What follows belongs to an exercise in optimizing a design on an open flow for small area; a production flow would make more cautious choices.
Where RTL was checked, it was by simulation tests only, not by an equivalence proof against the original.
Power is estimated from default activity; no workload was simulated. No driver is modelled on the clock port, so clocking that relies on it looks cheaper here than on a real chip.

==> inputs of job 9018 <==
==> flow/design.v (excerpt) <==
module kcpsm6 (address, instruction, bram_enable, in_port, out_port, port_id, write_strobe, k_write_strobe, read_strobe, interrupt, interrupt_ack, sleep, reset, clk) ;
parameter [7:0] 	hwbuild = 8'h00 ;
parameter [11:0] 	interrupt_vector = 12'h3FF ;
parameter integer scratch_pad_memory_size = 64 ;   
output [11:0]	address ;
input	 [17:0]    	instruction ;
output		bram_enable ;
input	 [7:0]	in_port ;
output [7:0]	out_port ;
output [7:0]	port_id ;
output		write_strobe ;
output		k_write_strobe ;
output		read_strobe ;
input			interrupt ;
output		interrupt_ack ;
input			sleep ;
input			reset ;
input			clk ;
function lut_bit(input [63:0] init, input [5:0] idx);
==> flow/config.mk <==
export PLATFORM = sky130hd
export DESIGN_NAME = kcpsm6
export DESIGN_NICKNAME = kcpsm6
export VERILOG_FILES = /design/flow/design.v
export SDC_FILE = /design/flow/constraint.sdc
export NUM_CORES = 4
export LEC_CHECK = 0
export CAP_MARGIN = 20
export CORE_MARGIN = 2
export CORE_UTILIZATION = 70
export CTS_BUF_LIST = sky130_fd_sc_hd__clkbuf_16
export CTS_CLUSTER_DIAMETER = 80
export CTS_CLUSTER_SIZE = 30
export PLACE_DENSITY = 0.85
export SLEW_MARGIN = 20
export SYNTH_HIERARCHICAL = 1
export SYNTH_MINIMUM_KEEP_SIZE = 0
==> flow/constraint.sdc <==
create_clock -name core_clock -period 9.0 [get_ports {clk}]
set_input_delay 1.8000 -clock core_clock [delete_from_list [all_inputs] [get_ports {clk}]]
set_output_delay 1.8000 -clock core_clock [all_outputs]
set_load 0.01 [all_outputs]
run.sh (not shown) runs the stock make flow with config.mk's settings and CLKGATE_MAP_FILE= SYNTH_SCRIPT=/design/flow/synth_recipe.tcl, a recipe that flattens the netlist after the stock synthesis.
==> job 376: changes against job 9018 <==
--- a/flow/design.v
+++ b/flow/design.v
@@ -263,13 +263,18 @@
 assign bank = bank_flop_q;
 reg sx_addr4_flop_q;
 always @(posedge clk) sx_addr4_flop_q <= sx_addr4_value;
 assign sx_addr[4] = sx_addr4_flop_q;
 assign sx_addr[3:0] = instruction[11:8] ;
 assign sy_addr = {bank, instruction[7:4]} ;
-assign arith_carry_value = (carry_arith_logical[7]) ^ (1'b0);
+wire alu_sub = arith_logical_sel[2] & ~arith_logical_sel[0] ;
+wire [8:0] alu_sum = {1'b0, sx} + {1'b0, alu_sub ? ~sy_or_kk : sy_or_kk} + {8'b0, arith_carry_in} ;
+wire [7:0] alu_logic = arith_logical_sel[1] ? (arith_logical_sel[0] ? sx ^ sy_or_kk : sx | sy_or_kk) :
+                                              (arith_logical_sel[0] ? sx & sy_or_kk : sy_or_kk) ;
+assign arith_logical_value = arith_logical_sel[2] ? alu_sum[7:0] : alu_logic ;
+assign arith_carry_value = arith_logical_sel[2] & alu_sum[8] ;
 reg arith_carry_flop_q;
 always @(posedge clk) arith_carry_flop_q <= arith_carry_value;
 assign arith_carry = arith_carry_flop_q;
 assign lower_parity_sel = lut_bit(64'h0000000087780000, {1'b1, 1'b1, arith_logical_result[1], arith_logical_result[0], carry_flag, instruction[13]});
 assign lower_parity = lut_bit(64'h0000000087780000, {1'b0, 1'b1, arith_logical_result[1], arith_logical_result[0], carry_flag, instruction[13]});  
 assign carry_lower_parity = (lower_parity_sel) ? (1'b0) : (lower_parity);
@@ -307,15 +312,13 @@
 generate
 for (i = 0 ; i <= 11 ; i = i+1)
 begin : address_loop
 parameter [7:0] id4 = 8'h30 + i/4 ;
 parameter [7:0] id8 = 8'h30 + i/8 ;
 parameter [7:0] ip4d8 = 8'h30 + (i+4)/8 ;	  
-reg return_vector_flop_q;
-always @(posedge clk) return_vector_flop_q <= stack_memory[i];
-assign return_vector[i] = return_vector_flop_q;
+assign return_vector[i] = stack_memory[i];
 if (i % 2 == 0) begin: output_data
 assign pc_vector[i+1] = lut_bit(64'hFF00F0F0CCCCAAAA, {1'b1, instruction[12], return_vector[i+1], instruction[i+1], return_vector[i], instruction[i]});
 assign pc_vector[i] = lut_bit(64'hFF00F0F0CCCCAAAA, {1'b0, instruction[12], return_vector[i+1], instruction[i+1], return_vector[i], instruction[i]});
 end 
 reg pc_flop_q;
 always @(posedge clk) pc_flop_q <= (internal_reset) ? 1'b0 : (t_state[1]) ? (pc_value[i]) : pc_flop_q;
@@ -341,24 +344,18 @@
 if (i < 11) begin: mid_pc
 assign carry_pc[i] = (half_pc[i]) ? (carry_pc[i-1]) : (1'b0);
 end 
 end 
 end 
 endgenerate
-reg shadow_carry_flag_flop_q;
-always @(posedge clk) shadow_carry_flag_flop_q <= stack_carry_flag;
-assign shadow_carry_flag = shadow_carry_flag_flop_q;
+assign shadow_carry_flag = stack_carry_flag;
 reg stack_zero_flop_q;
 always @(posedge clk) stack_zero_flop_q <= stack_zero_flag;
 assign shadow_zero_value = stack_zero_flop_q;
-reg shadow_zero_flag_flop_q;
-always @(posedge clk) shadow_zero_flag_flop_q <= shadow_zero_value;
-assign shadow_zero_flag = shadow_zero_flag_flop_q;
-reg shadow_bank_flop_q;
-always @(posedge clk) shadow_bank_flop_q <= stack_bank;
-assign shadow_bank = shadow_bank_flop_q;
+assign shadow_zero_flag = shadow_zero_value;
+assign shadow_bank = stack_bank;
 assign special_bit = 1'b1 ;
 wire [31:0] sp_sel ;
 wire [14:0] stack_wd = {zero_flag, carry_flag, bank, pc} ;
 wire [14:0] stack_rd ;
 wire [31:0] sp_wr ;
 wire [31:0] sp_sel2 ;
@@ -372,40 +369,23 @@
 end
 for (j = 0 ; j < 15 ; j = j+1) begin : stack_bit_rd
   wire [30:0] col ;
   for (i = 0 ; i < 31 ; i = i+1) begin : c
     assign col[i] = stack_mem[i][j] ;
   end
-  rdmux #(.N(31)) u (.s(j < 8 ? sp_sel[30:0] : sp_sel2[30:0]), .d(col), .y(stack_rd[j])) ;
+  rdmux #(.N(31)) u (.s(j < 8 ? sp_sel[31:1] : sp_sel2[31:1]), .d(col), .y(stack_rd[j])) ;
 end
 endgenerate
 assign {stack_zero_flag, stack_carry_flag, stack_bank, stack_memory} = stack_rd ;
-generate
-for (i = 0 ; i <= 4 ; i = i+1)
-begin : stack_loop
-parameter [7:0]	id4 = 8'h30 + i/4 ;
-if (i == 0) begin: lsb_stack
-reg pointer_flop_q;
-always @(posedge clk) pointer_flop_q <= (internal_reset) ? 1'b0 : (stack_pointer_value[i]);
-assign stack_pointer[i] = pointer_flop_q;
-assign half_pointer_value[i] = lut_bit(64'h001529AAAAAAAAAA, {1'b1, t_state[2], t_state[1], push_stack, pop_stack, stack_pointer[i]});
-assign feed_pointer_value[i] = lut_bit(64'h001529AAAAAAAAAA, {1'b0, t_state[2], t_state[1], push_stack, pop_stack, stack_pointer[i]});
-assign stack_pointer_value[i] = (1'b0) ^ (half_pointer_value[i]);
-assign stack_pointer_carry[i] = (half_pointer_value[i]) ? (1'b0) : (feed_pointer_value[i]);
-end 
-if (i > 0) begin: upper_stack
-reg pointer_flop_q;
-always @(posedge clk) pointer_flop_q <= (internal_reset) ? 1'b0 : (stack_pointer_value[i]);
-assign stack_pointer[i] = pointer_flop_q;
-assign half_pointer_value[i] = lut_bit(64'h002A252AAAAAAAAA, {1'b1, t_state[2], t_state[1], push_stack, pop_stack, stack_pointer[i]});
-assign feed_pointer_value[i] = lut_bit(64'h002A252AAAAAAAAA, {1'b0, t_state[2], t_state[1], push_stack, pop_stack, stack_pointer[i]});
-assign stack_pointer_value[i] = (stack_pointer_carry[i-1]) ^ (half_pointer_value[i]);
-assign stack_pointer_carry[i] = (half_pointer_value[i]) ? (stack_pointer_carry[i-1]) : (feed_pointer_value[i]);
-end 
-end 
-endgenerate
+wire [4:0] sp_step = t_state[2] ? 5'd1 :
+                     t_state[1] ? (push_stack ? 5'd0 : pop_stack ? 5'd30 : 5'd31) : 5'd0 ;
+assign stack_pointer_value = stack_pointer + sp_step ;
+assign stack_pointer_carry = {&stack_pointer, 4'b0000} ;
+reg [4:0] pointer_q ;
+always @(posedge clk) pointer_q <= internal_reset ? 5'd0 : stack_pointer_value ;
+assign stack_pointer = pointer_q ;
 generate
 for (i = 0 ; i <= 7 ; i = i+1)
 begin : data_path_loop
 parameter [7:0]	id1 = 8'h30 + i ;
 parameter [7:0]	id2 = 8'h30 + i/2 ;
 parameter [7:0]	id4 = 8'h30 + i/4 ;
@@ -414,22 +394,12 @@
 assign sy_or_kk[i] = lut_bit(64'hFF00F0F0CCCCAAAA, {1'b0, instruction[12], instruction[i+1], sy[i+1], instruction[i], sy[i]});
 end 
 if (i % 2 == 0) begin: second_operand
 assign out_port[i+1] = lut_bit(64'hFF00F0F0CCCCAAAA, {1'b1, instruction[13], instruction[i+5], sx[i+1], instruction[i+4], sx[i]});
 assign out_port[i] = lut_bit(64'hFF00F0F0CCCCAAAA, {1'b0, instruction[13], instruction[i+5], sx[i+1], instruction[i+4], sx[i]});
 end 
-assign half_arith_logical[i] = lut_bit(64'h69696E8ACCCC0000, {1'b1, arith_logical_sel[2], arith_logical_sel[1], arith_logical_sel[0], sx[i], sy_or_kk[i]});
-assign logical_carry_mask[i] = lut_bit(64'h69696E8ACCCC0000, {1'b0, arith_logical_sel[2], arith_logical_sel[1], arith_logical_sel[0], sx[i], sy_or_kk[i]});
-if (i == 0) begin: lsb_arith_logical
-assign carry_arith_logical[i] = (half_arith_logical[i]) ? (arith_carry_in) : (logical_carry_mask[i]);
-assign arith_logical_value[i] = (arith_carry_in) ^ (half_arith_logical[i]);
-end 
-if (i > 0) begin: upper_arith_logical
-assign carry_arith_logical[i] = (half_arith_logical[i]) ? (carry_arith_logical[i-1]) : (logical_carry_mask[i]);
-assign arith_logical_value[i] = (carry_arith_logical[i-1]) ^ (half_arith_logical[i]);
-end 
 if (i == 0) begin: lsb_shift_rotate
 assign shift_in_bit = lut_bit(64'hBFBC8F8CB3B08380, {sx[7], sx[0], carry_flag, instruction[2], instruction[1], instruction[0]});
 assign shift_rotate_value[i+1] = lut_bit(64'hFF00F0F0CCCCAAAA, {1'b1, instruction[3], sx[i+2], sx[i], sx[i+1], shift_in_bit});
 assign shift_rotate_value[i] = lut_bit(64'hFF00F0F0CCCCAAAA, {1'b0, instruction[3], sx[i+2], sx[i], sx[i+1], shift_in_bit});
 end 
 if (i == 2 || i == 4) begin: mid_shift_rotate
==> flow/flow/run.sh (new file) <==
#!/bin/bash
# The standard layout, with three changes: every input and output port is
# buffered with sky130_fd_sc_hd__buf_1 (the standard flow's buffer_ports picks
# a larger delay buffer), and the clock tree is built without dummy loads
# (CTS's load-balancing cells that drive nothing), with the same CTS settings
# as config.mk otherwise; and after global routing the resizer may slow any
# path with positive slack to save power (RECOVER_POWER, which downsizes
# cells). make's full output goes to flow_make.log; each ORFS
# step keeps its own log under orfs/logs/.
set -euo pipefail
bash standard.sh \
  "BUFFER_PORTS_ARGS=-inputs -outputs -buffer_cell sky130_fd_sc_hd__buf_1" \
  "CTS_ARGS=-sink_clustering_enable -repair_clock_nets -sink_clustering_size 30 -sink_clustering_max_diameter 80 -buf_list sky130_fd_sc_hd__clkbuf_16 -dont_use_dummy_load" \
  RECOVER_POWER=100 \
  finish > flow_make.log 2>&1
==> flow/standard.sh (new file) <==
#!/bin/bash
# synth_recipe.tcl (not shown) runs the flow's synth.tcl, then flattens the netlist and writes it again
# the make line also repeats each setting of config.mk as NAME=value (left out here)
make -C /OpenROAD-flow-scripts/flow DESIGN_CONFIG=/design/flow/config.mk WORK_HOME=/design/flow/orfs CLKGATE_MAP_FILE= SYNTH_SCRIPT=/design/flow/synth_recipe.tcl "${@:-finish}"
removed: flow/run.sh
==> comparison <==
- In job 376 the combinational power is lower than in job 9018, by about 8%.
- In job 376 the sequential power is lower than in job 9018, by about 1%.
- Against job 376, the critical path depth of job 9018 is lower by 5.
- Against job 9018, the non-clock buffer count of job 376 is lower by 3.
- Between job 9018 and job 376, the lower total power is in job 376 (gap about 4%, measured against job 376).
- Of job 9018 and job 376, job 9018 has the higher register-to-register slack (gap 1.3 ns).
- In job 9018 the clock skew is lower than in job 376, by 0.018 ns.
- Synthesized cell count: job 9018 is larger than job 376 (3.5%).
- Job 9018 passed the timing, design-rule and antenna checks. Job 376 completed, yet does not pass: max-capacitance violations, max-slew violations.
For job 9018, only the layout was checked, not whether the RTL still works.

==> port drivers added, routing unchanged <==
Ports are ideal in the flow. The routed layouts listed here were re-timed in OpenROAD.
Step 1 (the two cells are an assumption about what drives the block):
set clk [get_ports {clk}]
set_driving_cell -lib_cell sky130_fd_sc_hd__clkbuf_16 $clk
set_driving_cell -lib_cell sky130_fd_sc_hd__buf_2 [delete_from_list [all_inputs] $clk]
Step 2 times the ports against the registers' clock, not the clock port: input delays grow and output delays shrink by t, the midpoint of the rising clock arrivals with the driver on.
Three values: ideal ports, drivers, drivers and shift; two values: the first two.
run	shift t [ns]	setup WS [ns]	clock arrival spread, ns
job 9018	0.704	1.166 / 1.141 / 0.734	0.037 / 0.037
job 376	0.697	0.784 / 0.798 / 0.101	0.053 / 0.054
For job 376, which loses most, drivers alone change the setup slack by +0.014 ns; drivers and shift together by -0.683 ns.
